Context: an optimization exercise on an open-source flow, tuned for small area. The choices shown serve that exercise and are no tape-out recipe. Where RTL was checked, it was by simulation tests only, not by an equivalence proof against the original. For run 2, only the layout was checked, not whether the RTL still works. Power figures rest on the tool's default switching activity, not on a simulated workload.

## flow/design.v (module list and top-level ports; edited modules follow where they fit)
// module tetromino_offsets: 89 lines
// module tetromino_cell0: 41 lines
// module tetromino_rotate_datum: 162 lines
// module seven_permute: 119 lines
// module text_display: 120 lines
// module score_display: 85 lines
// module glyph_row: 161 lines
// module vga_sync: 82 lines
// module tetris_top: 1137 lines
module tetris_top(
    input clk,  
    input reset_n,  
    input [3:0] usr_btn,
    input [3:0] usr_sw,
    output [3:0] usr_led,
    output VGA_HSYNC, VGA_VSYNC,
    output [3:0] VGA_RED, VGA_GREEN, VGA_BLUE
);
  // ...
==> flow/run.sh <==
#!/bin/bash
# synth_recipe.tcl (not shown) runs the flow's synth.tcl, then flattens the netlist and writes it again
# the make line also repeats each setting of config.mk as NAME=value (left out here)
make -C /OpenROAD-flow-scripts/flow DESIGN_CONFIG=/design/flow/config.mk WORK_HOME=/design/flow/orfs CLKGATE_MAP_FILE= SYNTH_SCRIPT=/design/flow/synth_recipe.tcl finish
==> flow/config.mk <==
export PLATFORM = sky130hd
export DESIGN_NAME = tetris_top
export DESIGN_NICKNAME = tetris_top
export VERILOG_FILES = /design/flow/design.v
export SDC_FILE = /design/flow/constraint.sdc
export NUM_CORES = 4
export LEC_CHECK = 0
export ABC_AREA = 1
export CAP_MARGIN = 20
export CORE_MARGIN = 2
export CORE_UTILIZATION = 45
export CTS_BUF_LIST = sky130_fd_sc_hd__clkbuf_16
export CTS_CLUSTER_DIAMETER = 90
export CTS_CLUSTER_SIZE = 20
export PLACE_DENSITY = 0.6
export SLEW_MARGIN = 20
==> flow/constraint.sdc <==
create_clock -name core_clock -period 28.0 [get_ports {clk}]
set_input_delay 5.6000 -clock core_clock [delete_from_list [all_inputs] [get_ports {clk}]]
set_output_delay 5.6000 -clock core_clock [all_outputs]
set_load 0.01 [all_outputs]
==> reports/metrics.csv, run 1 <==
metric;value;unit
yosys.area_share.simple;0.2510;
largest_reg_flops;660;
critPathKind;reg2reg;
comb_power_share;0.138;
critPathLaunchType;register;
tns;0;ns
cts_setup_buffers;0;
drv_cap;0;
yosysTopAreaCell;edfxtp_1;
synth-compound-area-share;0.1057;
p_comb;394;uW
antenna_found_initial;2;
vias;45625;
dp.cells;8061;
via_per_inst;5.580;
taps;1612;
seq_cells;981;
ir_drop;0.06159;mV
power.switching;848.1;uW
dp_hpwl;109800;um
drt_iter0_markers;4955;
cellInternalPower;2.018;mW
switching_share;0.2959;
slew_violations;0;
cts_tree;built;
status;finished clean;
met3_usage;0.03913;
wl_per_cell;20.53;um
syn_avg_cell_area;8.213;sq um
hold_ws;0.4408;ns
grt_setup_unrepaired;false;
first_global_vias;42229;
clkbuf_count;58;
==> module seven_permute, before the edit <==
module seven_permute(  
    input clk,  
    input rst,  
    input latch,
    input  [2:0]  in_val,
    output [2:0] out_val
);
reg [2:0] rand7;
reg [2:0] rand6;
reg [2:0] rand5;
reg [1:0] rand4;
reg [1:0] rand3;
reg       rand2;
wire en4 = !rand2;                           
wire en3 = en4 && !rand4[1] && rand4[0];     
wire en6 = en3 && !rand3[1] && rand3[0];     
always @(posedge clk) begin
    if (rst == 1'b0) begin
        rand7 <= 1;
    end
    else begin
        rand7[2:1] <= rand7[1:0];
        rand7[0] <= rand7[2] ^ rand7[1];
    end
end
always @(posedge clk) begin
    if (rst == 1'b0) begin
        rand6 <= 0;
    end
    else if (en6) begin
        if (rand6 == 6 - 1) begin
            rand6 <= 0;
        end
        else begin
            rand6 <= rand6 + 1;
        end
    end
end
always @(posedge clk) begin
    if (rst == 1'b0) begin
        rand5 <= 0;
    end
    else begin
        if (rand5 == 5 - 1) begin
            rand5 <= 0;
        end
        else begin
            rand5 <= rand5 + 1;
        end
    end
end
always @(posedge clk) begin
    if (rst == 1'b0) begin
        rand4 <= 0;
    end
    else if (en4) begin
        rand4[1] <= rand4[0];
        rand4[0] <= !rand4[1];
    end
end
always @(posedge clk) begin
    if (rst == 1'b0) begin
        rand3 <= 1;
    end
    else if (en3) begin
        rand3[1] <= rand3[0];
        rand3[0] <= rand3[1] ^ rand3[0];
    end
end
always @(posedge clk) begin
    if (rst == 1'b0) begin
        rand2 <= 0;
    end
    else begin
        rand2 <= !rand2;
    end
end
reg [2:0] rand7_latch;
reg [2:0] rand6_latch;
reg [2:0] rand5_latch;
reg [1:0] rand4_latch;
reg [1:0] rand3_latch;
reg       rand2_latch;
always @(negedge clk) begin
    if (rst == 1'b0) begin
        rand7_latch <= 0;
        rand6_latch <= 0;
        rand5_latch <= 0;
        rand4_latch <= 0;
        rand3_latch <= 0;
        rand2_latch <= 0;
    end
    else if (latch) begin
        rand7_latch <= rand7 - 1;
        rand6_latch <= rand6;
        rand5_latch <= rand5;
        rand4_latch <= rand4;
        rand3_latch <= rand3 - 1;
        rand2_latch <= rand2;
    end
end
reg [2:0] p6, p5, p4, p3, p2;
reg [2:0] out_r;
always @(*) begin
    p6 = in_val - (in_val > rand7_latch);
    p5 = p6 - (p6 > rand6_latch);
    p4 = p5 - (p5 > rand5_latch);
    p3 = p4 - (p4 > {1'b0, rand4_latch});
    p2 = p3 - (p3 > {1'b0, rand3_latch});
    if (in_val == rand7_latch) out_r = 1;
    else if (p6 == rand6_latch) out_r = 2;
    else if (p5 == rand5_latch) out_r = 3;
    else if (p4 == {1'b0, rand4_latch}) out_r = 4;
    else if (p3 == {1'b0, rand3_latch}) out_r = 5;
    else if (p2 == {2'b0, rand2_latch}) out_r = 6;
    else out_r = 7;
end
assign out_val = out_r;
endmodule
==> module tetris_top, before the edit <==
module tetris_top(
    input clk,  
    input reset_n,  
    input [3:0] usr_btn,
    input [3:0] usr_sw,
    output [3:0] usr_led,
    output VGA_HSYNC, VGA_VSYNC,
    output [3:0] VGA_RED, VGA_GREEN, VGA_BLUE
);
parameter system_clk = 30_720;  
reg vga_clk;
always @(posedge clk) begin
    if (reset_n == 1'b0) vga_clk <= 1'b0;
    else vga_clk <= !vga_clk;
end
parameter WIDTH = 640;
parameter HEIGHT = 480;
wire vedio_on, pixel_tick;
wire [9:0] pixel_y;
wire [9:0] pixel_x;
reg [4:0] rgb_reg;
reg [4:0] rgb_next;
wire [20:0] rgb_oh = 21'd1 << rgb_reg;
wire [11:0] rgb_out;
assign rgb_out[0] = |(rgb_oh & 21'h03120c);
assign rgb_out[1] = |(rgb_oh & 21'h08510c);
assign rgb_out[2] = |(rgb_oh & 21'h02900c);
assign rgb_out[3] = |(rgb_oh & 21'h04108c);
assign rgb_out[4] = |(rgb_oh & 21'h031158);
assign rgb_out[5] = |(rgb_oh & 21'h007058);
assign rgb_out[6] = |(rgb_oh & 21'h029058);
assign rgb_out[7] = |(rgb_oh & 21'h04305a);
assign rgb_out[8] = |(rgb_oh & 21'h133932);
assign rgb_out[9] = |(rgb_oh & 21'h107432);
assign rgb_out[10] = |(rgb_oh & 21'h02b032);
assign rgb_out[11] = |(rgb_oh & 21'h0430b2);
assign {VGA_RED, VGA_GREEN, VGA_BLUE} = rgb_out;
vga_sync vga(.clk(clk), .ce(!vga_clk), .reset(~reset_n), .visible(vedio_on),
            .p_tick(pixel_tick), .pixel_x(pixel_x), .pixel_y(pixel_y),
            .oHS(VGA_HSYNC), .oVS(VGA_VSYNC));
wire [9:0] h = pixel_x;
wire [9:0] v = pixel_y;
wire [5:0] bw = h[9:4] - 6'd15;                         
wire [5:0] bh = 6'd25 - v[9:4] - (v[3:0] != 4'd0);      
wire btn_left, btn_right, btn_soft_drop, btn_rot;
reg sw_hold;
reg [1:0] sw_state;
assign btn_right = usr_btn[0];
assign btn_left = usr_btn[1];
assign btn_soft_drop = usr_btn[2];
assign btn_rot = usr_btn[3];
assign usr_led = ~usr_btn;
parameter BOARD_EMPTY = 0, BOARD_L = 1, BOARD_J = 2,
          BOARD_I     = 3, BOARD_O = 4, BOARD_Z = 5,
          BOARD_S     = 6, BOARD_T = 7;
parameter ROTATION_0 = 0, ROTATION_1 = 1,
          ROTATION_2 = 2, ROTATION_3 = 3;
parameter Handling_DAS = 10, Handling_ARR = 2,
          Handling_ARE = 6;
reg rn_neg;
always @(negedge clk) rn_neg <= reset_n;
reg [8:0] cnt_frame;  
always @(posedge clk) begin
    if (rn_neg == 1'b0) begin
        cnt_frame <= 0;
    end else if (cnt_frame == 9'd511) begin
        cnt_frame <= 0;
    end else begin
        cnt_frame <= cnt_frame + 1;
    end
end
wire clk_frame_pulse = rn_neg && cnt_frame == 9'd511;
reg [7:0] restart_cnt;  
reg prev_sw0;
reg sw0_toggled;
parameter S_INIT     = 0, S_MENU     = 1,
          S_GAMEPLAY = 2, S_GAMEOVER = 3;
parameter GAMEOVER_WAIT_TIME = 180;  
reg game_over;
reg [1:0] P_next_main;  
wire [1:0] P_main = rn_neg ? P_next_main : S_INIT;
always @(posedge clk) begin
    if (reset_n == 1'b0) begin
        prev_sw0 <= usr_sw[0];
        sw0_toggled <= 1'b0;
    end else if (clk_frame_pulse) begin
        if (prev_sw0 != usr_sw[0]) begin
            sw0_toggled <= 1'b1;
            prev_sw0 <= usr_sw[0];
        end else begin
            sw0_toggled <= 1'b0;
        end
    end
end
always @(posedge clk) begin
    if (reset_n == 1'b0) begin
        P_next_main <= S_INIT;
        restart_cnt <= 0;
    end else begin
        case (P_main)
            S_INIT: begin
                P_next_main <= S_MENU;
                restart_cnt <= 0;
            end
            S_MENU: begin
                if (sw0_toggled) begin
                    P_next_main <= S_GAMEPLAY;
                end else begin
                    P_next_main <= S_MENU;
                end
            end
            S_GAMEPLAY: begin
                if (game_over) begin
                    P_next_main <= S_GAMEOVER;
                    restart_cnt <= GAMEOVER_WAIT_TIME;
                end else begin
                    P_next_main <= S_GAMEPLAY;
                end
            end
            S_GAMEOVER: begin
                if (clk_frame_pulse && restart_cnt > 0) begin
                    restart_cnt <= restart_cnt - 1;
                end
                if (restart_cnt == 0) begin
                    P_next_main <= S_MENU;
                end else begin
                    P_next_main <= S_GAMEOVER;
                end
            end
        endcase
    end
end
reg [2:0] board[0:9][0:21];
reg [9:0] board22;
reg board_clr;
reg [2:0] piece;
reg block_write;
reg [3:0] block_x;
reg [5:0] block_y;
reg [2:0] block_data;
always @(posedge clk) begin
    if (block_write && block_x < 10 && block_y < 22) begin
        board[block_x][block_y] <= block_data;
    end
    if (block_write && block_x < 10 && block_y == 22) begin
        board22[block_x] <= (block_data == BOARD_I);
    end
end
always @(negedge clk) begin
    if (reset_n == 1'b0) board_clr <= 1'b1;
    else if (block_write && block_x == 9 && block_y == 22) board_clr <= 1'b0;
end
function [2:0] or10;
    input [29:0] c;
    integer i;
    begin
        or10 = 3'd0;
        for (i = 0; i < 10; i = i + 1) or10 = or10 | c[3*i +: 3];
    end
endfunction
function [2:0] or23;
    input [68:0] c;
    integer i;
    begin
        or23 = 3'd0;
        for (i = 0; i < 23; i = i + 1) or23 = or23 | c[3*i +: 3];
    end
endfunction
reg test_start;  
reg test_busy;  
wire [2:0] test_piece;
assign test_piece = piece;
reg [3:0] test_x;  
reg [5:0] test_y;  
reg [1:0] test_rotation;
reg [2:0] test_state;
reg test_result;  
reg [3:0] test_x_off;
reg [5:0] test_y_off;
wire test_collide;
wire [2:0] port2_data;
assign test_collide = port2_data == BOARD_EMPTY;
wire signed [2:0] off_x0, off_y0, off_x1, off_y1, off_x2, off_y2;
tetromino_offsets offsets(piece, ph ? test_rotation : rotation,
                          off_x0, off_y0, off_x1, off_y1, off_x2, off_y2);
reg signed [2:0] off_x, off_y;
always @(*) begin
    if (ph ? test_state == 3'd3 : P_piece == S_PIECE_PLACE_2) begin
        off_x = off_x1; off_y = off_y1;
    end
    else if (ph ? test_state == 3'd4 : P_piece == S_PIECE_PLACE_3) begin
        off_x = off_x2; off_y = off_y2;
    end
    else begin
        off_x = off_x0; off_y = off_y0;
    end
end
wire [3:0] pos_x = (ph ? test_x : piece_x) + {off_x[2], off_x};
wire [5:0] pos_y = (ph ? test_y : piece_y) + {{3{off_y[2]}}, off_y};
always @(negedge clk) begin
    if (reset_n == 1'b0) begin
        test_state <= 0;  
        test_busy <= 1'b0;
        test_result <= 1'b1;
        test_x_off <= 0;
        test_y_off <= 0;
    end else if (test_start) begin
        test_state <= 1;
        test_busy <= 1'b1;
        test_result <= 1'b1;
    end
    if (reset_n == 1'b1) case (test_state)
        1: begin
            test_state <= 2;
            test_x_off <= test_x;
            test_y_off <= test_y;
            case (test_piece)
                BOARD_I: begin
                    case (test_rotation)  
                        ROTATION_0: test_result <= test_x < 1 || test_x > 7               || test_y > 39;
                        ROTATION_1: test_result <=               test_x > 9 || test_y < 2 || test_y > 39;
                        ROTATION_2: test_result <= test_x < 2 || test_x > 8               || test_y > 39;
                        ROTATION_3: test_result <=               test_x > 9 || test_y < 1 || test_y > 39;
                    endcase
                end
                BOARD_O: begin
                    case (test_rotation)
                        ROTATION_0: test_result <=               test_x > 8               || test_y > 39;
                        ROTATION_1: test_result <=               test_x > 8 || test_y < 1 || test_y > 39;
                        ROTATION_2: test_result <= test_x < 1 || test_x > 9 || test_y < 1 || test_y > 39;
                        ROTATION_3: test_result <= test_x < 1 || test_x > 9               || test_y > 39;
                    endcase
                end
                default: begin
                    case (test_rotation)
                        ROTATION_0: test_result <= test_x < 1 || test_x > 8               || test_y > 39;
                        ROTATION_1: test_result <=               test_x > 8 || test_y < 1 || test_y > 39;
                        ROTATION_2: test_result <= test_x < 1 || test_x > 8 || test_y < 1 || test_y > 39;
                        ROTATION_3: test_result <= test_x < 1 || test_x > 9 || test_y < 1 || test_y > 39;
                    endcase
                end
            endcase
        end
        2: begin
            test_state <= 3;
            test_result <= !test_result && test_collide;
            test_x_off <= pos_x;
            test_y_off <= pos_y;
        end
        3: begin
            test_state <= 4;
            test_result <= test_result && test_collide;
            test_x_off <= pos_x;
            test_y_off <= pos_y;
        end
        4: begin
            test_state <= 5;
            test_result <= test_result && test_collide;
            test_x_off <= pos_x;
            test_y_off <= pos_y;
        end
        5: begin
            test_state <= 0;
            test_busy <= 1'b0;  
            test_result <= test_result && test_collide;
        end
    endcase
end
reg [3:0] piece_x;
reg [5:0] piece_y;
reg top_out_detect;
always @(posedge clk) begin
    if (reset_n == 1'b0) top_out_detect <= 1'b0;
    else case (test_piece)
        BOARD_I: begin
            case (test_rotation)
                ROTATION_0: top_out_detect <= piece_y > 19;
                ROTATION_1: top_out_detect <= piece_y > 21;
                ROTATION_2: top_out_detect <= piece_y > 19;
                ROTATION_3: top_out_detect <= piece_y > 20;
            endcase
        end
        BOARD_O: begin
            case (test_rotation)
                ROTATION_0: top_out_detect <= piece_y > 19;
                ROTATION_1: top_out_detect <= piece_y > 20;
                ROTATION_2: top_out_detect <= piece_y > 20;
                ROTATION_3: top_out_detect <= piece_y > 19;
            endcase
        end
        default: begin
            case (test_rotation)
                ROTATION_0: top_out_detect <= piece_y > 19;
                ROTATION_1: top_out_detect <= piece_y > 20;
                ROTATION_2: top_out_detect <= piece_y > 20;
                ROTATION_3: top_out_detect <= piece_y > 20;
            endcase
        end
    endcase
end
reg [2:0] score_d4;
reg [3:0] score_d3, score_d2, score_d1, score_d0;
reg score_added;
wire score_nz = |{score_d4, score_d3, score_d2, score_d1, score_d0};
reg [3:0] add_k;
reg [4:0] add_t2;
reg add_c2, add_c3, add_wrap;
reg [3:0] add_n2, add_n3, add_t3;
reg [2:0] add_t4;
reg [4:0] sub_t0, sub_t1, sub_t2;
reg [2:0] new_d4;
reg [3:0] new_d3, new_d2, new_d1, new_d0;
always @(*) begin
    case (line_cleared)
        1: add_k = 4'd1;
        2: add_k = 4'd3;
        3: add_k = 4'd5;
        default: add_k = 4'd8;
    endcase
    add_t2 = score_d2 + add_k;
    add_c2 = add_t2 > 9;
    add_n2 = add_c2 ? add_t2 - 10 : add_t2;
    add_t3 = score_d3 + add_c2;
    add_c3 = add_t3 > 9;
    add_n3 = add_c3 ? 4'd0 : add_t3;
    add_t4 = score_d4 + add_c3;
    add_wrap = add_t4 == 6 && (add_n3 > 5 || add_n3 == 5 && (add_n2 > 5 || add_n2 == 5 &&
               (score_d1 > 3 || score_d1 == 3 && score_d0 >= 6)));
    sub_t0 = {1'b0, score_d0} - 5'd6;
    sub_t1 = {1'b0, score_d1} - 5'd3 - sub_t0[4];
    sub_t2 = {1'b0, add_n2} - 5'd5 - sub_t1[4];
    if (add_wrap) begin
        new_d4 = 3'd0;
        new_d3 = 4'd0;
        new_d2 = sub_t2[4] ? sub_t2[3:0] + 4'd10 : sub_t2[3:0];
        new_d1 = sub_t1[4] ? sub_t1[3:0] + 4'd10 : sub_t1[3:0];
        new_d0 = sub_t0[4] ? sub_t0[3:0] + 4'd10 : sub_t0[3:0];
    end else begin
        new_d4 = add_t4;
        new_d3 = add_n3;
        new_d2 = add_n2;
        new_d1 = score_d1;
        new_d0 = score_d0;
    end
end
always @(posedge clk) begin
    if (reset_n == 1'b0) begin
        {score_d4, score_d3, score_d2, score_d1, score_d0} <= 0;
        score_added <= 0;
    end
    else if (P_next_main != S_GAMEPLAY || P_piece == S_PIECE_COUNTDOWN) begin
        score_added <= 0;
        if (P_main == S_INIT || P_main == S_MENU) begin
            {score_d4, score_d3, score_d2, score_d1, score_d0} <= 0;
        end
    end
    else if (P_main == S_GAMEPLAY && game_over && score_nz) begin
    end
    else if (P_piece == S_PIECE_LINE_CLEAR_GRAVITY_WIPE && line_cleared > 0 && !score_added) begin
        if (line_cleared <= 4)
            {score_d4, score_d3, score_d2, score_d1, score_d0} <= {new_d4, new_d3, new_d2, new_d1, new_d0};
        score_added <= 1;
    end
    else if (P_piece != S_PIECE_LINE_CLEAR_GRAVITY_WIPE) begin
        score_added <= 0;
    end
end
parameter ACTION_NONE = 0;
parameter ACTION_MOVE_L = 1;
parameter ACTION_MOVE_R = 2;
parameter ACTION_ROT_CW = 3;
parameter ACTION_HARD_DROP = 6;
reg [2:0] action;
reg [1:0] rotation;
reg DAS_active;
reg [4:0] DAS_cnt;
reg [3:0] ARE_cnt;
reg [2:0] hold_piece;
reg hold_able;
reg btn_rot_debounce;  
reg line_full;
reg line_empty;
reg [3:0] line_x;
reg [5:0] line_y_scan;
reg [5:0] line_y_write;
wire [3:0] line_scan;
wire line_scan_is_empty;
assign line_scan = {1'b0, line_rd};
assign line_scan_is_empty = (line_scan == BOARD_EMPTY);
reg [2:0] line_cleared;
parameter GRAVITY_FRAMES = 14;
reg [3:0] gravity_cnt;
reg gravity_trig;
parameter LOCK_FRAMES = 30;
parameter MOVE_RESET_LIMIT = 15;
reg [4:0] lock_cnt;
reg [3:0] move_reset;
reg on_ground;
reg on_ground_trig_test;  
reg permute_latch;
reg [2:0] queue_cnt;
wire [2:0] permute_in;
wire [2:0] permute_out;
assign permute_in = queue_cnt;
seven_permute UUT(clk, reset_n, permute_latch, permute_in, permute_out);
integer kdx;
reg [2:0] queue_q[0:12];  
reg [3:0] queue_length_q;
reg [2:0] queue[0:12];    
reg [3:0] queue_length;   
reg [2:0] queue_data;
reg queue_pop;
reg queue_add;
reg queue_clear;
always @(*) begin
    for (kdx = 0; kdx < 13; kdx = kdx + 1) begin
        queue[kdx] = queue_q[kdx];
    end
    queue_length = queue_length_q;
    if (rn_neg == 1'b0) begin
        queue_length = 0;
        for (kdx = 0; kdx < 13; kdx = kdx + 1) begin
            queue[kdx] = BOARD_EMPTY;
        end
    end else if (queue_clear) begin
        queue_length = 0;
    end else if (queue_pop) begin
        for (kdx = 0; kdx < 12; kdx = kdx + 1) begin
            queue[kdx] = queue_q[kdx + 1];
        end
        queue[12] = BOARD_EMPTY;
        queue_length = queue_length_q - 1;
    end else if (queue_add) begin
        for (kdx = 0; kdx < 13; kdx = kdx + 1) begin
            if (queue_length_q == kdx) queue[kdx] = queue_data;
        end
        queue_length = queue_length_q + 1;
    end
end
always @(posedge clk) begin
    for (kdx = 0; kdx < 13; kdx = kdx + 1) begin
        queue_q[kdx] <= queue[kdx];
    end
    queue_length_q <= queue_length;
end
reg ghost_calc;
reg [5:0] ghost_piece_y;
reg [2:0] datum_index;
wire [3:0] datum_x;
wire [5:0] datum_y;
tetromino_rotate_datum kick(piece, rotation, datum_index, datum_x, datum_y);
wire [3:0] tx_sum = piece_x + ((P_test == 3'd1) ? datum_x : (action == ACTION_MOVE_L) ? 4'hF : 4'h1);
wire [5:0] ty_sum = ((P_test == 3'd5 || P_test == 3'd7) ? test_y : piece_y) +
                    ((P_test == 3'd1) ? datum_y : 6'h3F);
wire [5:0] ty_inc = test_y + 6'd1;
parameter S_PIECE_COUNTDOWN       = 0, S_PIECE_BOARD_CLEARUP   = 1,
          S_PIECE_PREPARE_QUEUE_0 = 2, S_PIECE_PREPARE_QUEUE_1 = 3,
          S_PIECE_PREPARE_QUEUE_2 = 4, S_PIECE_SETUP           = 5,
          S_PIECE_SPAWN_DETECT    = 6, S_PIECE_DROP            = 7;
parameter S_PIECE_PLACE   =  8, S_PIECE_PLACE_0 =  9, S_PIECE_PLACE_1 = 10,
          S_PIECE_PLACE_2 = 11, S_PIECE_PLACE_3 = 12;
parameter S_PIECE_LINE_CLEAR_GRAVITY = 13;
parameter S_PIECE_LINE_CLEAR_GRAVITY_WIPE = 14;
parameter S_PIECE_ARE = 15;
wire [3:0] P_piece;
reg [3:0] P_next_piece;
reg ph_p, ph_n;
always @(posedge clk) ph_p <= reset_n ? !ph_p : 1'b0;
always @(negedge clk) ph_n <= ph_p;
wire ph = ph_p ^ ph_n;
wire [3:0] rd_x = !ph ? bw[3:0] : (test_state != 0) ? test_x_off : line_x;
wire [5:0] rd_y = !ph ? bh : (test_state != 0) ? test_y_off : line_y_scan;
wire [9:0] rd_col;
wire [22:0] rd_row;
wire [68:0] rd_rowv;
genvar gi, gj;
generate
    for (gi = 0; gi < 10; gi = gi + 1) begin : g_rd_col
        assign rd_col[gi] = (rd_x == gi);
    end
    for (gj = 0; gj < 23; gj = gj + 1) begin : g_rd_row
        wire [29:0] cells;
        assign rd_row[gj] = (rd_y == gj);
        for (gi = 0; gi < 10; gi = gi + 1) begin : g_cell
            if (gj < 22) begin : g_full
                assign cells[3*gi +: 3] = board[gi][gj] & {3{rd_col[gi]}};
            end
            else begin : g_top
                assign cells[3*gi +: 3] = {1'b0, board22[gi], board22[gi]} & {3{rd_col[gi]}};
            end
        end
        assign rd_rowv[3*gj +: 3] = or10(cells) & {3{rd_row[gj]}};
    end
endgenerate
assign port2_data = or23(rd_rowv) & {3{!board_clr}};
reg [2:0] line_rd;
always @(negedge clk) begin
    if (block_write && block_x < 10 && block_y < 23 && block_x == line_x && block_y == line_y_scan)
        line_rd <= !reset_n ? BOARD_EMPTY : (block_y < 22) ? block_data : {1'b0, {2{block_data == BOARD_I}}};
    else
        line_rd <= !reset_n ? BOARD_EMPTY : port2_data;
end
wire [2:0] P_test;
reg [2:0] P_next_test;
reg [2:0] nP_next_test;
assign P_piece = rn_neg ? P_next_piece : S_PIECE_COUNTDOWN;
assign P_test = rn_neg ? P_next_test : 3'd0;
always @(posedge clk) begin
    if (reset_n == 1'b0) begin
        P_next_piece <= S_PIECE_COUNTDOWN;
        P_next_test <= 0;
        nP_next_test <= 0;
        game_over <= 1'b0;
        DAS_cnt <= 0;
        DAS_active <= 1'b0;
        hold_piece <= BOARD_EMPTY;
        hold_able <= 1'b0;
        queue_pop <= 1'b0;
        queue_add <= 1'b0;
        queue_cnt <= 0;
        queue_clear <= 1'b0;
        queue_data <= 0;
        permute_latch <= 1'b0;
        line_x <= 0;
        line_y_write <= 0;
        line_y_scan <= 0;
        line_empty <= 1'b0;
        line_full <= 1'b0;
        line_cleared <= 0;
        sw_state <= 0;
        sw_hold <= 1'b0;
        block_x <= 0;
        block_y <= 0;
        block_data <= 0;
        block_write <= 1'b0;
        piece <= BOARD_EMPTY;
        piece_x <= 0;
        piece_y <= 0;
        test_x <= 0;
        test_y <= 0;
        rotation <= 0;
        test_rotation <= 0;
        btn_rot_debounce <= 1'b0;
        ARE_cnt <= 0;
        gravity_cnt <= 0;
        gravity_trig <= 1'b0;
        test_start <= 1'b0;
        lock_cnt <= 0;
        move_reset <= 0;
        action <= ACTION_NONE;
        on_ground <= 1'b0;
        on_ground_trig_test <= 1'b0;
        ghost_calc <= 1'b0;
        ghost_piece_y <= 0;
        datum_index <= 0;
    end
    else if (P_next_main != S_GAMEPLAY) begin
        P_next_piece <= S_PIECE_COUNTDOWN;
        game_over <= 1'b0;
    end
    else begin
        case (P_piece)
            S_PIECE_COUNTDOWN: begin
                P_next_piece <= S_PIECE_BOARD_CLEARUP;
                DAS_cnt <= 0;
                hold_piece <= BOARD_EMPTY;
                hold_able <= 1'b1;
                game_over <= 1'b0;
                queue_pop <= 1'b0;
                queue_add <= 1'b0;
                queue_cnt <= 0;
                queue_clear <= 1'b1;
                line_x <= 0;
                line_y_write <= 0;
                sw_state <= {2{usr_sw[3]}};
                sw_hold <= 0;
            end
            S_PIECE_BOARD_CLEARUP: begin
                block_x <= line_x;
                block_y <= line_y_write;
                block_data <= BOARD_EMPTY;
                if (line_y_write == 40) begin
                    block_write <= 1'b0;
                    P_next_piece <= S_PIECE_PREPARE_QUEUE_0;
                end
                else begin
                    block_write <= 1'b1;
                end
                if (line_x == 9) begin
                    line_x <= 0;
                    line_y_write <= line_y_write + 1;
                end
                else begin
                    line_x <= line_x + 1;
                end
            end
            S_PIECE_PREPARE_QUEUE_0: begin
                queue_clear <= 1'b0;
                if (queue_length < 7) begin
                    P_next_piece <= S_PIECE_PREPARE_QUEUE_1;
                end
                else begin
                    P_next_piece <= S_PIECE_SETUP;
                end
                queue_add <= 1'b0;
                queue_cnt <= 6;
                permute_latch <= 1'b1;
            end
            S_PIECE_PREPARE_QUEUE_1: begin
                permute_latch <= 1'b0;
                queue_data <= permute_out;
                queue_cnt <= queue_cnt - 1;
                queue_add <= 1'b1;
                if (queue_cnt == 0) begin
                    P_next_piece <= S_PIECE_PREPARE_QUEUE_2;
                end
            end
            S_PIECE_PREPARE_QUEUE_2: begin
                queue_add <= 1'b0;
                P_next_piece <= S_PIECE_SETUP;
            end
            S_PIECE_SETUP: begin
                if (hold_able || piece == BOARD_EMPTY) begin
                    piece <= queue[0];
                    queue_pop <= 1'b1;
                end
                piece_x <= 4;
                piece_y <= 21;
                test_x <= 4;
                test_y <= 21;
                if (btn_rot) begin
                    rotation <= ROTATION_1;
                    test_rotation <= ROTATION_1;
                    btn_rot_debounce <= 1'b1;  
                end
                else begin
                    rotation <= ROTATION_0;
                    test_rotation <= ROTATION_0;
                end
                P_next_piece <= S_PIECE_SPAWN_DETECT;
                ARE_cnt <= Handling_ARE;
                gravity_cnt <= 0;
                test_start <= 1'b1;
                lock_cnt <= 0;
                move_reset <= 0;
            end
            S_PIECE_SPAWN_DETECT: begin
                queue_pop <= 1'b0;
                test_start <= 1'b0;
                if (!test_busy) begin
                    if (test_result) begin
                        P_next_piece <= S_PIECE_DROP;
                    end
                    else begin
                        game_over <= 1'b1;
                    end
                end
            end
            S_PIECE_DROP: begin
                if (clk_frame_pulse) begin
                    if (btn_left ^ btn_right) begin
                        DAS_active <= 1'b1;
                        if (!DAS_active) begin  
                            DAS_cnt <= Handling_DAS;
                        end
                        else if (DAS_cnt == 0) begin
                            DAS_cnt <= Handling_ARR;
                        end
                        else begin
                            DAS_cnt <= DAS_cnt - 1;
                        end
                    end
                    else begin
                        DAS_active <= 1'b0;
                    end
                    if (gravity_cnt >= GRAVITY_FRAMES - 1 || btn_soft_drop && gravity_cnt >= GRAVITY_FRAMES / 6 - 1) begin
                        gravity_cnt <= 0;
                        gravity_trig <= 1'b1;
                    end
                    else begin
                        gravity_cnt <= gravity_cnt + 1;
                    end
                    if (btn_left && !btn_right) begin
                        if (!DAS_active || DAS_cnt == 0) begin
                            action <= ACTION_MOVE_L;
                        end
                    end
                    else if (!btn_left && btn_right) begin
                        if (!DAS_active || DAS_cnt == 0) begin
                            action <= ACTION_MOVE_R;
                        end
                    end
                    if (!btn_rot_debounce && btn_rot) begin
                        action <= ACTION_ROT_CW;
                    end
                    btn_rot_debounce <= btn_rot;
                    P_next_test <= 0;
                    if (on_ground) begin
                        lock_cnt <= lock_cnt + 1;
                    end
                    if (lock_cnt == 30 - 1 || move_reset == 15) begin
                        action <= ACTION_HARD_DROP;
                    end
                    on_ground_trig_test <= 1'b1;  
                    ghost_calc <= 1'b1;
                    sw_state <= {sw_state[0], usr_sw[3]};
                    if (^sw_state && hold_able) begin
                        piece <= hold_piece;
                        hold_piece <= piece;
                        hold_able <= 0;
                        P_next_piece <= S_PIECE_SETUP;
                    end
                end
                else begin
                    case (P_test)
                        0: begin  
                            if (action == ACTION_MOVE_L || action == ACTION_MOVE_R) begin
                                if (action == ACTION_MOVE_L) begin
                                    test_x <= tx_sum;
                                end
                                else begin
                                    test_x <= tx_sum;
                                end
                                test_y <= piece_y;
                                test_rotation <= rotation;
                                P_next_test <= 1;
                                nP_next_test <= 3;
                            end
                            else if (action == ACTION_ROT_CW ) begin
                                test_rotation <= rotation + 1;
                                P_next_test <= 1;
                                nP_next_test <= 2;
                                datum_index <= 0;
                            end
                            else if (action == ACTION_HARD_DROP) begin
                                test_x <= piece_x;
                                test_y <= ty_sum;
                                test_rotation <= rotation;
                                action <= ACTION_NONE;
                                P_next_test <= 1;
                                nP_next_test <= 5;
                            end
                            else if (gravity_trig) begin
                                gravity_trig <= 1'b0;
                                test_x <= piece_x;
                                test_y <= ty_sum;
                                test_rotation <= rotation;
                                P_next_test <= 1;
                                nP_next_test <= 4;
                            end
                            else if (on_ground_trig_test) begin
                                on_ground_trig_test <= 1'b0;
                                test_x <= piece_x;
                                test_y <= ty_sum;
                                test_rotation <= rotation;
                                P_next_test <= 1;
                                nP_next_test <= 6;
                            end
                            else if (ghost_calc) begin
                                ghost_calc <= 1'b0;
                                test_x <= piece_x;
                                test_y <= piece_y;
                                test_rotation <= rotation;
                                P_next_test <= 1;
                                nP_next_test <= 7;
                            end
                            else begin
                                P_next_test <= 0;
                                nP_next_test <= 0;
                            end
                            test_start <= 1'b0;
                        end
                        1: begin  
                            test_start <= 1'b1;
                            P_next_test <= nP_next_test;
                            if (nP_next_test == 2) begin
                                test_x <= tx_sum;
                                test_y <= ty_sum;
                            end
                        end
                        2: begin  
                            test_start <= 1'b0;
                            if (!test_busy) begin
                                if (test_result) begin
                                    P_next_test <= 4;
                                end
                                else if (datum_index == 4) begin
                                    P_next_test <= 0;
                                    action <= ACTION_NONE;
                                end
                                else begin
                                    datum_index <= datum_index + 1;
                                    P_next_test <= 1;
                                    nP_next_test <= 2;
                                end
                            end
                        end
                        3: begin  
                            test_start <= 1'b0;
                            if (!test_busy) begin
                                P_next_test <= 4;
                            end
                        end
                        4: begin  
                            if (!test_busy) begin
                                P_next_test <= 0;
                                action <= ACTION_NONE;
                                if (test_result) begin
                                    piece_x <= test_x;
                                    piece_y <= test_y;
                                    rotation <= test_rotation;
                                    if (lock_cnt != 0) begin
                                        lock_cnt <= 0;
                                        move_reset <= move_reset + 1;
                                    end
                                end
                            end
                        end
                        5: begin  
                            test_start <= 1'b0;
                            if (!test_busy) begin
                                if (test_result) begin
                                    test_y <= ty_sum;
                                    test_start <= 1'b1;
                                end
                                else begin
                                    piece_y <= ty_inc;
                                    P_next_test <= 0;
                                    P_next_piece <= S_PIECE_PLACE;
                                end
                            end
                        end
                        6: begin  
                            if (!test_busy) begin
                                P_next_test <= 0;
                                on_ground <= !test_result;
                            end
                        end
                        7: begin  
                            test_start <= 1'b0;
                            if (!test_busy) begin
                                if (test_result) begin
                                    test_y <= ty_sum;
                                    test_start <= 1'b1;
                                end
                                else begin
                                    ghost_piece_y <= ty_inc;
                                    P_next_test <= 0;
                                end
                            end
                        end
                    endcase
                end
            end
            S_PIECE_PLACE: begin
                block_data <= piece;
                block_write <= 1'b0;
                P_next_piece <= S_PIECE_PLACE_0;
            end
            S_PIECE_PLACE_0: begin
                block_x <= piece_x;
                block_y <= piece_y;
                block_write <= 1'b1;
                P_next_piece <= S_PIECE_PLACE_1;
            end
            S_PIECE_PLACE_1: begin
                block_x <= pos_x;
                block_y <= pos_y;
                P_next_piece <= S_PIECE_PLACE_2;
            end
            S_PIECE_PLACE_2: begin
                block_x <= pos_x;
                block_y <= pos_y;
                P_next_piece <= S_PIECE_PLACE_3;
            end
            S_PIECE_PLACE_3: begin
                block_x <= pos_x;
                block_y <= pos_y;
                P_next_piece <= S_PIECE_LINE_CLEAR_GRAVITY;
                line_x <= 0;
                line_y_scan <= 0;
                line_y_write <= 0;
                line_empty <= 1'b1;
                line_full <= 1'b1;
                if (top_out_detect) begin
                    game_over <= 1'b1;
                end
            end
            S_PIECE_LINE_CLEAR_GRAVITY: begin
                block_x <= line_x;
                block_y <= line_y_write;
                block_data <= line_scan;
                if (line_x == 9) begin
                    line_x <= 0;
                    if (line_empty && line_scan_is_empty) begin
                        line_cleared <= line_y_scan - line_y_write;
                        P_next_piece <= S_PIECE_LINE_CLEAR_GRAVITY_WIPE;
                    end
                    if (!(line_full && !line_scan_is_empty)) begin
                        line_y_write <= line_y_write + 1;
                    end
                    line_y_scan <= line_y_scan + 1;
                    line_empty <= 1'b1;
                    line_full <= 1'b1;
                end
                else begin
                    line_x <= line_x + 1;
                    line_empty <= line_empty && line_scan_is_empty;
                    line_full <= line_full && !line_scan_is_empty;
                end
            end
            S_PIECE_LINE_CLEAR_GRAVITY_WIPE: begin
                block_x <= line_x;
                block_y <= line_y_write;
                block_data <= BOARD_EMPTY;
                if (line_y_write == line_y_scan) begin
                    P_next_piece <= S_PIECE_ARE;
                end
                if (line_x == 9) begin
                    line_x <= 0;
                    line_y_write <= line_y_write + 1;
                end
                else begin
                    line_x <= line_x + 1;
                end
            end
            S_PIECE_ARE: begin
                block_write <= 1'b0;
                hold_able <= 1'b1;
                if (clk_frame_pulse) begin
                    ARE_cnt <= ARE_cnt - 1;
                    if (ARE_cnt == 0) begin
                        P_next_piece <= S_PIECE_PREPARE_QUEUE_0;
                    end
                end
            end
        endcase
    end
end
    parameter CENTER_W = WIDTH / 2;
    parameter CENTER_H = HEIGHT / 2;
    parameter BLOCK_SIZE = 16;
    parameter LINE_WIDTH = 4;
    parameter LEFT_BOUND  = CENTER_W - BLOCK_SIZE * 5;   
    parameter RIGHT_BOUND = CENTER_W + BLOCK_SIZE * 5;   
    parameter TOP_BOUND   = CENTER_H - BLOCK_SIZE * 10;  
    parameter BOTTOM_BOUND= CENTER_H + BLOCK_SIZE * 10;  
    parameter HOLD_W_START = LEFT_BOUND - BLOCK_SIZE * 5 - 10;
    parameter HOLD_W_END   = LEFT_BOUND - 10;
    parameter HOLD_H_START = TOP_BOUND;
    parameter HOLD_H_END   = TOP_BOUND + BLOCK_SIZE * 5;  
    parameter SCORE_W_START = RIGHT_BOUND + 10;
    parameter SCORE_W_END   = RIGHT_BOUND + BLOCK_SIZE * 5 + 10;
    parameter SCORE_H_END   = BOTTOM_BOUND;
    parameter SCORE_H_START = BOTTOM_BOUND - BLOCK_SIZE * 4;  
    parameter NEXT_W_START = RIGHT_BOUND + 10;
    parameter NEXT_W_END   = RIGHT_BOUND + BLOCK_SIZE * 5 + 10;
    parameter NEXT_H_START = TOP_BOUND;
    parameter NEXT_H_END   = SCORE_H_START - 10;
    wire [3:0] pdx = bw[3:0] - piece_x;
    wire [5:0] pdy = bh - piece_y;
    wire [5:0] gdy = bh - ghost_piece_y;
    function cell_match;
        input [3:0] dx;
        input [5:0] dy;
        input [17:0] o;    
        begin
            cell_match = (dx == 4'd0 && dy == 6'd0) ||
                         (dx == {o[17], o[17:15]} && dy == {{3{o[14]}}, o[14:12]}) ||
                         (dx == {o[11], o[11:9]}  && dy == {{3{o[8]}},  o[8:6]})   ||
                         (dx == {o[5], o[5:3]}    && dy == {{3{o[2]}},  o[2:0]});
        end
    endfunction
    wire [17:0] piece_offs = {off_x0, off_y0, off_x1, off_y1, off_x2, off_y2};
    wire piece_cell = cell_match(pdx, pdy, piece_offs);
    wire ghost_cell = cell_match(pdx, gdy, piece_offs);
    wire index_is_piece = piece_cell && (P_piece == S_PIECE_DROP);
    wire ghost_piece_render = ghost_cell && (P_piece == S_PIECE_DROP);
    wire render_fwd = block_write && block_x < 10 && block_y < 23 && block_x == bw[3:0] && block_y == bh && !board_clr;
    wire [2:0] index_item = render_fwd ? ((block_y < 22) ? block_data : {1'b0, {2{block_data == BOARD_I}}}) : port2_data;
    wire [9:0] hn = 10'd240 - h;
    wire [5:0] hj = hn[9:4];
    wire hold_col = hj >= 1 && hj <= 4;
    wire [1:0] hold_cx = 3'd4 - hj[2:0];
    wire hold_row = bh == 17 || bh == 18;
    wire hold_cell;
    tetromino_cell0 cell_hold(hold_piece, hold_cx, bh == 18, hold_cell);
    wire hold_piece_render = hold_col && hold_row && hold_cell && hold_piece != BOARD_EMPTY;
    reg [2:0] q_slot_piece;
    reg q_row, q_cy;
    always @(*) begin
        q_row = 1'b1;
        q_cy = 1'b0;
        q_slot_piece = queue[0];
        case (bh)
            6'd17: q_slot_piece = queue[0];
            6'd18: begin q_slot_piece = queue[0]; q_cy = 1'b1; end
            6'd14: q_slot_piece = queue[1];
            6'd15: begin q_slot_piece = queue[1]; q_cy = 1'b1; end
            6'd11: q_slot_piece = queue[2];
            6'd12: begin q_slot_piece = queue[2]; q_cy = 1'b1; end
            6'd8:  q_slot_piece = queue[3];
            6'd9:  begin q_slot_piece = queue[3]; q_cy = 1'b1; end
            6'd5:  q_slot_piece = queue[4];
            6'd6:  begin q_slot_piece = queue[4]; q_cy = 1'b1; end
            default: q_row = 1'b0;
        endcase
    end
    wire q_col = bw >= 11 && bw <= 14;
    wire [5:0] q_cx6 = bw - 6'd11;
    wire q_cell;
    tetromino_cell0 cell_queue(q_slot_piece, q_cx6[1:0], q_cy, q_cell);
    wire queue_piece_render_all = q_col && q_row && q_cell;
    wire go_screen = (P_main == S_GAMEOVER);
    wire text_valid, digit_valid;
    wire [4:0] text_code, digit_code;
    wire [2:0] text_py, text_px, digit_py, digit_px;
    text_display text(.clk(clk), .ce(!vga_clk), .reset(~reset_n), .p_tick(pixel_tick),
        .pixel_x(h), .pixel_y(v), .go(go_screen),
        .valid(text_valid), .code(text_code), .py(text_py), .px(text_px));
    score_display digits(.clk(clk), .ce(!vga_clk), .reset(~reset_n), .p_tick(pixel_tick),
        .pixel_x(h), .pixel_y(v), .go(go_screen),
        .digits({score_d4, score_d3, score_d2, score_d1, score_d0}),
        .valid(digit_valid), .code(digit_code), .py(digit_py), .px(digit_px));
    wire glyph_on;
    glyph_row glyph(text_valid ? text_code : digit_code, text_valid ? text_py : digit_py,
                    text_valid ? text_px : digit_px, glyph_on);
    wire text_lit = text_valid && glyph_on;
    wire digit_lit = digit_valid && !text_valid && glyph_on;
    wire grid_line = (h[3:0] == 0) || (v[3:0] == 0);
    wire [4:0] diag = h[4:0] + v[4:0];
    wire stripe = diag[4];
    function [4:0] piece_color;
        input [2:0] p;
        input [4:0] dflt;
        begin
            piece_color = (p != BOARD_EMPTY) ? {2'b00, p} : dflt;
        end
    endfunction
    always@(posedge clk) begin
        if (reset_n == 1'b0) rgb_reg <= 5'd0;
        else if(pixel_tick) rgb_reg <= rgb_next;
    end
    always @(*) begin
        if (vedio_on) begin
            if (P_main == S_MENU) begin
                if (text_lit) rgb_next = 5'd4;
                else if (stripe) rgb_next = 5'd8;
                else rgb_next = 5'd9;
            end
            else if (P_main == S_GAMEOVER) begin
                if (text_lit) rgb_next = 5'd5;
                else if (digit_lit) rgb_next = 5'd4;
                else if (stripe) rgb_next = 5'd10;
                else rgb_next = 5'd11;
            end
            else begin
            if (((h >= LEFT_BOUND - LINE_WIDTH && h < LEFT_BOUND) ||
                (h >= RIGHT_BOUND && h < RIGHT_BOUND + LINE_WIDTH)) &&
                (v >= TOP_BOUND - LINE_WIDTH && v < BOTTOM_BOUND + LINE_WIDTH) ||
                ((v >= TOP_BOUND - LINE_WIDTH && v < TOP_BOUND) ||
                (v >= BOTTOM_BOUND && v < BOTTOM_BOUND + LINE_WIDTH)) &&
                (h >= LEFT_BOUND - LINE_WIDTH && h < RIGHT_BOUND + LINE_WIDTH) ) begin
                rgb_next = 5'd3;
            end
            else if(((h >= HOLD_W_START - LINE_WIDTH && h < HOLD_W_START) ||
                    (h >= HOLD_W_END && h < HOLD_W_END + LINE_WIDTH)) &&
                    (v >= HOLD_H_START && v < HOLD_H_END) ||
                    ((v >= HOLD_H_START - LINE_WIDTH && v < HOLD_H_START) ||
                    (v >= HOLD_H_END && v < HOLD_H_END + LINE_WIDTH)) &&
                    (h >= HOLD_W_START && h < HOLD_W_END) ) begin
                rgb_next = 5'd12;
            end
            else if(((h >= NEXT_W_START - LINE_WIDTH && h < NEXT_W_START) ||
                    (h >= NEXT_W_END && h < NEXT_W_END + LINE_WIDTH)) &&
                    (v >= NEXT_H_START && v < NEXT_H_END) ||
                    ((v >= NEXT_H_START - LINE_WIDTH && v < NEXT_H_START) ||
                    (v >= NEXT_H_END && v < NEXT_H_END + LINE_WIDTH)) &&
                    (h >= NEXT_W_START && h < NEXT_W_END) ) begin
                rgb_next = 5'd12;
            end
            else if(((h >= SCORE_W_START - LINE_WIDTH && h < SCORE_W_START) ||
                    (h >= SCORE_W_END && h < SCORE_W_END + LINE_WIDTH)) &&
                    (v >= SCORE_H_START && v < SCORE_H_END) ||
                    ((v >= SCORE_H_START - LINE_WIDTH && v < SCORE_H_START) ||
                    (v >= SCORE_H_END && v < SCORE_H_END + LINE_WIDTH)) &&
                    (h >= SCORE_W_START && h < SCORE_W_END) ) begin
                rgb_next = 5'd13;
            end
            else if (hold_piece_render && !hold_able) begin
                if (grid_line) rgb_next = 5'd14;
                else rgb_next = 5'd15;
            end
            else if (hold_piece_render || queue_piece_render_all) begin
                if (grid_line) rgb_next = 5'd16;
                else rgb_next = piece_color(hold_piece_render ? hold_piece : q_slot_piece, 5'd17);
            end
            else if(h >= LEFT_BOUND && h < RIGHT_BOUND &&
                    v >= TOP_BOUND && v < BOTTOM_BOUND) begin
                if (index_is_piece || (bh <= 19 && index_item != BOARD_EMPTY)) begin
                    if (grid_line) rgb_next = 5'd14;
                    else if (index_is_piece) rgb_next = piece_color(piece, 5'd12);
                    else rgb_next = piece_color(index_item, 5'd18);
                end
                else if (ghost_piece_render) begin
                    if (grid_line) rgb_next = 5'd0;
                    else rgb_next = 5'd15;
                end
                else begin
                    if (grid_line) rgb_next = 5'd14;
                    else rgb_next = 5'd0;
                end
            end
            else if(h >= HOLD_W_START && h < HOLD_W_END &&
                    v >= HOLD_H_START && v < HOLD_H_END) begin
                rgb_next = 5'd19;
            end
            else if(h >= NEXT_W_START && h < NEXT_W_END &&
                    v >= NEXT_H_START && v < NEXT_H_END) begin
                rgb_next = 5'd19;
            end
            else if(h >= SCORE_W_START && h < SCORE_W_END &&
                    v >= SCORE_H_START && v < SCORE_H_END) begin
                if (digit_lit) rgb_next = 5'd4;
                else rgb_next = 5'd20;
            end
            else begin
                if (stripe) rgb_next = 5'd8;
                else rgb_next = 5'd9;
            end
            end
        end
        else begin
            rgb_next = 5'd0;  
        end
    end
endmodule
==> run 2: changes to the inputs <==
--- a/flow/design.v
+++ b/flow/design.v
@@ -395,21 +395,71 @@
     end
 end
-reg [2:0] p6, p5, p4, p3, p2;
-reg [2:0] out_r;
+reg [6:0] pool7;
+reg [5:0] pool6;
+reg [4:0] pool5;
+reg [3:0] pool4;
+reg [2:0] pool3;
+reg [1:0] pool2;
+reg [6:0] out_bit;
 always @(*) begin
-    p6 = in_val - (in_val > rand7_latch);
-    p5 = p6 - (p6 > rand6_latch);
-    p4 = p5 - (p5 > rand5_latch);
-    p3 = p4 - (p4 > {1'b0, rand4_latch});
-    p2 = p3 - (p3 > {1'b0, rand3_latch});
-    if (in_val == rand7_latch) out_r = 1;
-    else if (p6 == rand6_latch) out_r = 2;
-    else if (p5 == rand5_latch) out_r = 3;
-    else if (p4 == {1'b0, rand4_latch}) out_r = 4;
-    else if (p3 == {1'b0, rand3_latch}) out_r = 5;
-    else if (p2 == {2'b0, rand2_latch}) out_r = 6;
-    else out_r = 7;
+    pool7 = 0; pool6 = 0; pool5 = 0; pool4 = 0; pool3 = 0; pool2 = 0;
+    case (in_val)
+        0: pool7 = 7'b0000001;
+        1: pool7 = 7'b0000010;
+        2: pool7 = 7'b0000100;
+        3: pool7 = 7'b0001000;
+        4: pool7 = 7'b0010000;
+        5: pool7 = 7'b0100000;
+        6: pool7 = 7'b1000000;
+    endcase
+    out_bit[0] = pool7[rand7_latch];
+    case (rand7_latch)
+        0: pool6 = pool7[6:1];
+        1: pool6 = {pool7[6:2], pool7[0]};
+        2: pool6 = {pool7[6:3], pool7[1:0]};
+        3: pool6 = {pool7[6:4], pool7[2:0]};
+        4: pool6 = {pool7[6:5], pool7[3:0]};
+        5: pool6 = {pool7[6], pool7[4:0]};
+        6: pool6 = pool7[5:0];
+    endcase
+    out_bit[1] = pool6[rand6_latch];
+    case (rand6_latch)
+        0: pool5 = pool6[5:1];
+        1: pool5 = {pool6[5:2], pool6[0]};
+        2: pool5 = {pool6[5:3], pool6[1:0]};
+        3: pool5 = {pool6[5:4], pool6[2:0]};
+        4: pool5 = {pool6[5], pool6[3:0]};
+        5: pool5 = pool6[4:0];
+    endcase
+    out_bit[2] = pool5[rand5_latch];
+    case (rand5_latch)
+        0: pool4 = pool5[4:1];
+        1: pool4 = {pool5[4:2], pool5[0]};
+        2: pool4 = {pool5[4:3], pool5[1:0]};
+        3: pool4 = {pool5[4], pool5[2:0]};
+        4: pool4 = pool5[3:0];
+    endcase
+    out_bit[3] = pool4[rand4_latch];
+    case (rand4_latch)
+        0: pool3 = pool4[3:1];
+        1: pool3 = {pool4[3:2], pool4[0]};
+        2: pool3 = {pool4[3], pool4[1:0]};
+        3: pool3 = pool4[2:0];
+    endcase
+    out_bit[4] = pool3[rand3_latch];
+    case (rand3_latch)
+        0: pool2 = pool3[2:1];
+        1: pool2 = {pool3[2], pool3[0]};
+        2: pool2 = pool3[1:0];
+    endcase
+    out_bit[5] = pool2[rand2_latch];
+    out_bit[6] = pool2[!rand2_latch];
 end
-assign out_val = out_r;
+assign out_val = out_bit[0] ? 1 :
+                 out_bit[1] ? 2 :
+                 out_bit[2] ? 3 :
+                 out_bit[3] ? 4 :
+                 out_bit[4] ? 5 :
+                 out_bit[5] ? 6 : 7;
 endmodule
 `timescale 1ns / 1ps
@@ -924,9 +974,7 @@
 parameter Handling_DAS = 10, Handling_ARR = 2,
           Handling_ARE = 6;
-reg rn_neg;
-always @(negedge clk) rn_neg <= reset_n;
 reg [8:0] cnt_frame;  
 always @(posedge clk) begin
-    if (rn_neg == 1'b0) begin
+    if (reset_n == 1'b0) begin
         cnt_frame <= 0;
     end else if (cnt_frame == 9'd511) begin
@@ -936,5 +984,5 @@
     end
 end
-wire clk_frame_pulse = rn_neg && cnt_frame == 9'd511;
+wire clk_frame_pulse = reset_n && cnt_frame == 9'd511;
 reg [7:0] restart_cnt;  
 reg prev_sw0;
@@ -945,5 +993,5 @@
 reg game_over;
 reg [1:0] P_next_main;  
-wire [1:0] P_main = rn_neg ? P_next_main : S_INIT;
+wire [1:0] P_main = reset_n ? P_next_main : S_INIT;
 always @(posedge clk) begin
     if (reset_n == 1'b0) begin
@@ -1013,22 +1061,27 @@
     end
 end
-always @(negedge clk) begin
+always @(posedge clk) begin
     if (reset_n == 1'b0) board_clr <= 1'b1;
     else if (block_write && block_x == 9 && block_y == 22) board_clr <= 1'b0;
 end
-function [2:0] or10;
-    input [29:0] c;
-    integer i;
+function [2:0] board_rd;
+    input [3:0] x;
+    input [5:0] y;
+    input [5:0] nrows;
+    integer i, j;
+    reg [2:0] row_v;
     begin
-        or10 = 3'd0;
-        for (i = 0; i < 10; i = i + 1) or10 = or10 | c[3*i +: 3];
-    end
-endfunction
-function [2:0] or23;
-    input [68:0] c;
-    integer i;
-    begin
-        or23 = 3'd0;
-        for (i = 0; i < 23; i = i + 1) or23 = or23 | c[3*i +: 3];
+        board_rd = BOARD_EMPTY;
+        for (j = 0; j < 23; j = j + 1) begin
+            row_v = BOARD_EMPTY;
+            for (i = 0; i < 10; i = i + 1)
+                if (j < 22)
+                    row_v = row_v | (board[i][j] & {3{x == i}});
+                else
+                    row_v = row_v | ({1'b0, board22[i], board22[i]} & {3{x == i}});
+            if (j < nrows)
+                board_rd = board_rd | (row_v & {3{y == j}});
+        end
+        board_rd = board_rd & {3{!board_clr}};
     end
 endfunction
@@ -1284,5 +1337,5 @@
     end
     queue_length = queue_length_q;
-    if (rn_neg == 1'b0) begin
+    if (reset_n == 1'b0) begin
         queue_length = 0;
         for (kdx = 0; kdx < 13; kdx = kdx + 1) begin
@@ -1332,44 +1385,22 @@
 reg [3:0] P_next_piece;
 reg ph_p, ph_n;
-always @(posedge clk) ph_p <= reset_n ? !ph_p : 1'b0;
+always @(posedge clk) ph_p <= !ph_p;
 always @(negedge clk) ph_n <= ph_p;
 wire ph = ph_p ^ ph_n;
 wire [3:0] rd_x = !ph ? bw[3:0] : (test_state != 0) ? test_x_off : line_x;
 wire [5:0] rd_y = !ph ? bh : (test_state != 0) ? test_y_off : line_y_scan;
-wire [9:0] rd_col;
-wire [22:0] rd_row;
-wire [68:0] rd_rowv;
-genvar gi, gj;
-generate
-    for (gi = 0; gi < 10; gi = gi + 1) begin : g_rd_col
-        assign rd_col[gi] = (rd_x == gi);
-    end
-    for (gj = 0; gj < 23; gj = gj + 1) begin : g_rd_row
-        wire [29:0] cells;
-        assign rd_row[gj] = (rd_y == gj);
-        for (gi = 0; gi < 10; gi = gi + 1) begin : g_cell
-            if (gj < 22) begin : g_full
-                assign cells[3*gi +: 3] = board[gi][gj] & {3{rd_col[gi]}};
-            end
-            else begin : g_top
-                assign cells[3*gi +: 3] = {1'b0, board22[gi], board22[gi]} & {3{rd_col[gi]}};
-            end
-        end
-        assign rd_rowv[3*gj +: 3] = or10(cells) & {3{rd_row[gj]}};
-    end
-endgenerate
-assign port2_data = or23(rd_rowv) & {3{!board_clr}};
+assign port2_data = board_rd(rd_x, rd_y, 6'd23);
 reg [2:0] line_rd;
 always @(negedge clk) begin
     if (block_write && block_x < 10 && block_y < 23 && block_x == line_x && block_y == line_y_scan)
-        line_rd <= !reset_n ? BOARD_EMPTY : (block_y < 22) ? block_data : {1'b0, {2{block_data == BOARD_I}}};
+        line_rd <= (block_y < 22) ? block_data : {1'b0, {2{block_data == BOARD_I}}};
     else
-        line_rd <= !reset_n ? BOARD_EMPTY : port2_data;
+        line_rd <= port2_data;
 end
 wire [2:0] P_test;
 reg [2:0] P_next_test;
 reg [2:0] nP_next_test;
-assign P_piece = rn_neg ? P_next_piece : S_PIECE_COUNTDOWN;
-assign P_test = rn_neg ? P_next_test : 3'd0;
+assign P_piece = reset_n ? P_next_piece : S_PIECE_COUNTDOWN;
+assign P_test = reset_n ? P_next_test : 3'd0;
 always @(posedge clk) begin
     if (reset_n == 1'b0) begin
@@ -1830,15 +1861,13 @@
         input [3:0] dx;
         input [5:0] dy;
-        input [17:0] o;    
         begin
             cell_match = (dx == 4'd0 && dy == 6'd0) ||
-                         (dx == {o[17], o[17:15]} && dy == {{3{o[14]}}, o[14:12]}) ||
-                         (dx == {o[11], o[11:9]}  && dy == {{3{o[8]}},  o[8:6]})   ||
-                         (dx == {o[5], o[5:3]}    && dy == {{3{o[2]}},  o[2:0]});
+                         (dx == {off_x0[2], off_x0} && dy == {{3{off_y0[2]}}, off_y0}) ||
+                         (dx == {off_x1[2], off_x1} && dy == {{3{off_y1[2]}}, off_y1}) ||
+                         (dx == {off_x2[2], off_x2} && dy == {{3{off_y2[2]}}, off_y2});
         end
     endfunction
-    wire [17:0] piece_offs = {off_x0, off_y0, off_x1, off_y1, off_x2, off_y2};
-    wire piece_cell = cell_match(pdx, pdy, piece_offs);
-    wire ghost_cell = cell_match(pdx, gdy, piece_offs);
+    wire piece_cell = cell_match(pdx, pdy);
+    wire ghost_cell = cell_match(pdx, gdy);
     wire index_is_piece = piece_cell && (P_piece == S_PIECE_DROP);
     wire ghost_piece_render = ghost_cell && (P_piece == S_PIECE_DROP);
==> flow/config.mk (replaced) <==
export PLATFORM = sky130hd
export DESIGN_NAME = tetris_top
export DESIGN_NICKNAME = tetris_top
export VERILOG_FILES = /design/flow/design.v
export SDC_FILE = /design/flow/constraint.sdc
export NUM_CORES = 4
export LEC_CHECK = 0
export CAP_MARGIN = 5
export CORE_MARGIN = 2
export CORE_UTILIZATION = 45
export CTS_BUF_LIST = sky130_fd_sc_hd__clkbuf_8
export CTS_CLUSTER_DIAMETER = 70
export CTS_CLUSTER_SIZE = 14
export PLACE_DENSITY = 0.6
export SLEW_MARGIN = 5
==> run 2 against run 1 <==
  * Worst hold slack worse by 0.0061 ns
  * Sequential share of layout area down 0.55 points
  * Critical path type is now in2reg
  * Register-to-register slack worse by 0.33 ns
  * Critical endpoint is now test_y_off[5]$_DFF_N_
  * Global-route usage up 3.9 points
  * Flip-flop and latch count down 1
==> reports/metrics.csv, run 2 <==
metric;value;unit;change
reg_top3;board x660, queue_q x39;;unchanged
dieArea;123300;sq um;was 123200 sq um
dp_hpwl;126100;um;was 109800 um
synthTopCellsByCount;edfxtp_1 (712), nor2_1 (678), nand2_1 (506), a21oi_1 (366), clkbuf_1 (282);;was nand2_1 (1582), nor2_1 (875), inv_1 (756), edfxtp_1 (712), nand3_1 (561)
cts.repair.resized;0;;unchanged
worst_slew_pin_slew;1.417;ns;was 1.168 ns
ir_drop;0.04236;mV;was 0.06159 mV
synth_area_leaders;edfxtp_1 (39%), dfxtp_1 (9.9%), nor2_1 (4.7%), ha_1 (4.4%), nand2_1 (3.5%);;was edfxtp_1 (39%), nand2_1 (11%), dfxtp_1 (9.9%), nor2_1 (6.1%), inv_1 (5.2%)
postSynthCellCount;5525;;was 6597
tns;0;ns;unchanged
max_slew_margin;0.05550;;was 0.2200
cp.required;14.63;ns;was 28.51 ns
firstDrtPassIters;6;;was 9
wl_met2;86950;um;was 74090 um
p_leak;18.62;nW;was 24.79 nW
finalHoldViolations;0;;unchanged
htree_levels;3;;was 2
grt_max_degree;100;;was 125
vias;45963;;was 45625
pin_count;28;;unchanged
met3RoutedLength;19990;um;was 14870 um
ys_warn_count;15;;unchanged
drtAntennaViolNets;0;;unchanged
syn_avg_cell_area;9.815;sq um;was 8.213 sq um
drt_iter0_markers;6273;;was 4955
synth_seq_cells;980;;was 981
critPathLaunchType;input pin;;was register
overflow;0;;unchanged
largest_reg_flops;660;;unchanged
cts_buffers;94;;was 57
synth_ff_type;edfxtp_1;;unchanged
place_congestion;0.9796;;was 0.9604
async_flop_share;0;;unchanged
cp_max_fo;25;;was 2
die_y;351.1;um;was 351.0 um
wl_per_cell;27.15;um;was 20.53 um
setup_violations;0;;unchanged
nNetsFinal;5659;;was 6776
hp-class;reg2reg;;unchanged
antenna_found_initial;6;;was 2
regMostFlops;board;;unchanged
synth_nets;5739;;was 6830
cts_tree;built;;unchanged
dp.cells;6929;;was 8061
crit_path_end_kind;register;;unchanged
p_per_area;47.43;nW/um^2;was 49.84 nW/um^2
worstPathArrival;9.14;ns;was 21.70 ns
grt_setup_unrepaired;false;;unchanged
cts_setup_buffers;0;;unchanged
hold_ws;0.4347;ns;was 0.4408 ns
drt-met1-wl;75010;um;was 75160 um
yosysUniqueCellTypes;98;;was 75
yosysTopAreaCell;edfxtp_1;;unchanged
stdcell_count;7111;;was 8177
synth_edf_count;712;;unchanged
drc_errors;0;;unchanged
clock_latency;0.85;ns;was 0.72 ns
area_delta_synth_final;7.233;%;was 6.136%
cts_max_path_buffers;3;;unchanged
grt_usage;0.3074;;was 0.2685
synth.cell_area;54230;sq um;was 54180 sq um
cts_root_buf;clkbuf_8;;was clkbuf_16
holdBufCountCts;0;;unchanged
clk_pin_slew;0.10;ns;was 0.09 ns
first_global_vias;42967;;was 42229
fp.dieW;351.1;um;was 351.0 um
status;finished clean;;unchanged
slew_violations;0;;unchanged
top_layer;met5;;was met4
layout_common_cells;edfxtp_1 (712), nor2_1 (673), nand2_1 (497);;was nand2_1 (1575), nor2_1 (871), inv_1 (798)
portBuffers;25;;unchanged
critPathKind;in2reg;;was reg2reg
drv_cap;0;;unchanged
core;119700;sq um;unchanged
final_layout_size_suffix_gt1_frac;0.07204;;was 0.03473
synth_most_common_cell;edfxtp_1;;was nand2_1
layout_commonest_cell;edfxtp_1;;was nand2_1
synth_top_area_share;0.3943;;was 0.3946
seq_area_frac_synth;0.4932;;was 0.4940
via_per_inst;6.464;;was 5.580
totalWireLength;193100;um;was 167900 um
grt_pass1_wl;284700;um;was 254200 um
fin_worst_skew;0.1141;ns;was 0.04908 ns
rows;127;;unchanged
cts_sinks;980;;was 981
start_util;0.4532;;was 0.4528
run 2: changes by cell type after synthesis, moves of 46 or more:
cell,previous run,this run
inv_1,756,189
a21o_1,4,53
nor2_1,875,678
nand3_1,561,197
and3_1,0,47
clkbuf_1,106,282
a22oi_1,13,98
mux2i_1,0,125
xnor2_1,36,94
nand2_1,1582,506
o21ai_0,378,267
a211oi_1,40,87
nor2b_1,0,46
run 2: cell type report:
cell class	count	area, sq um
Antenna cell	2	5.005
Inverter	192	725.7
Tap cell	1612	2017
Fill cell	11092	61500
Timing Repair Buffer	147	1189
Multi-Input combinational cell	3997	25570
Clock buffer	94	1294
Sequential cell	980	26760
Clock inverter	87	591.8
run 2: layer usage:
metal | vias up | GRT usage
li1 | 20504 | -
met1 | 22202 | 0.4048
met2 | 2637 | 0.4821
met3 | 614 | 0.06034
met4 | 6 | 0.1563
met5 | - | 0.001177
run 2: cell families after synthesis:
kind of cell | share of synthesized area
xor gates and xnor gates | 0.02877
adders and majority gates | 0.04924
muxes | 0.03761
DFF | 0.4932
and+or+nand+nor | 0.1679
AOI/OAI and AO/OA | 0.1843
buffers and inverters | 0.03892
run 2: per-stage QoR:
step	area [sq um]	power [mW]	worst slack (ns)	utilization
2_1_floorplan	54230	1.772	5.301	-
3_3_place_gp	56260	1.861	4.813	0.4702
3_5_place_dp	56260	1.863	4.781	0.4702
4_1_cts	58140	2.757	5.587	0.4859
5_1_grt	58150	2.837	5.185	0.4860
6_report	58150	2.758	5.493	0.4860
run 2: worst paths after layout:
check	from	end	slack (ns)	cells past startpoint
max reg2reg	vga.v_count_reg[2]$_SDFFCE_PP0P_	test_result$_DFF_N_	6.48	18
min reg2reg	DAS_cnt[4]$_SDFFE_PN0P_	DAS_cnt[4]$_SDFFE_PN0P_	0.43	2
max	reset_n	test_y_off[5]$_DFF_N_	5.49	17
min	DAS_cnt[4]$_SDFFE_PN0P_	DAS_cnt[4]$_SDFFE_PN0P_	0.43	2
run 2: critical path, cell delays in order:
cell and delay (ns):
buf_4 0.30, nand3_1 0.16, or3_1 0.49, o21ai_0 0.51, nand2_1 0.10, o211ai_1 0.11, o21ai_0 0.14, ha_1 0.30
a21o_1 0.18, a21oi_1 0.25, o21bai_1 0.10, a21oi_1 0.18, xor2_1 0.19, xnor2_1 0.17, nor2_1 0.06, a221oi_1 0.21
nor2_1 0.06
run 2: power breakdown:
part	switching [mW]	internal (mW)
sequential	0.0225	1.54
clock	0.579	0.348
combinational	0.175	0.0890
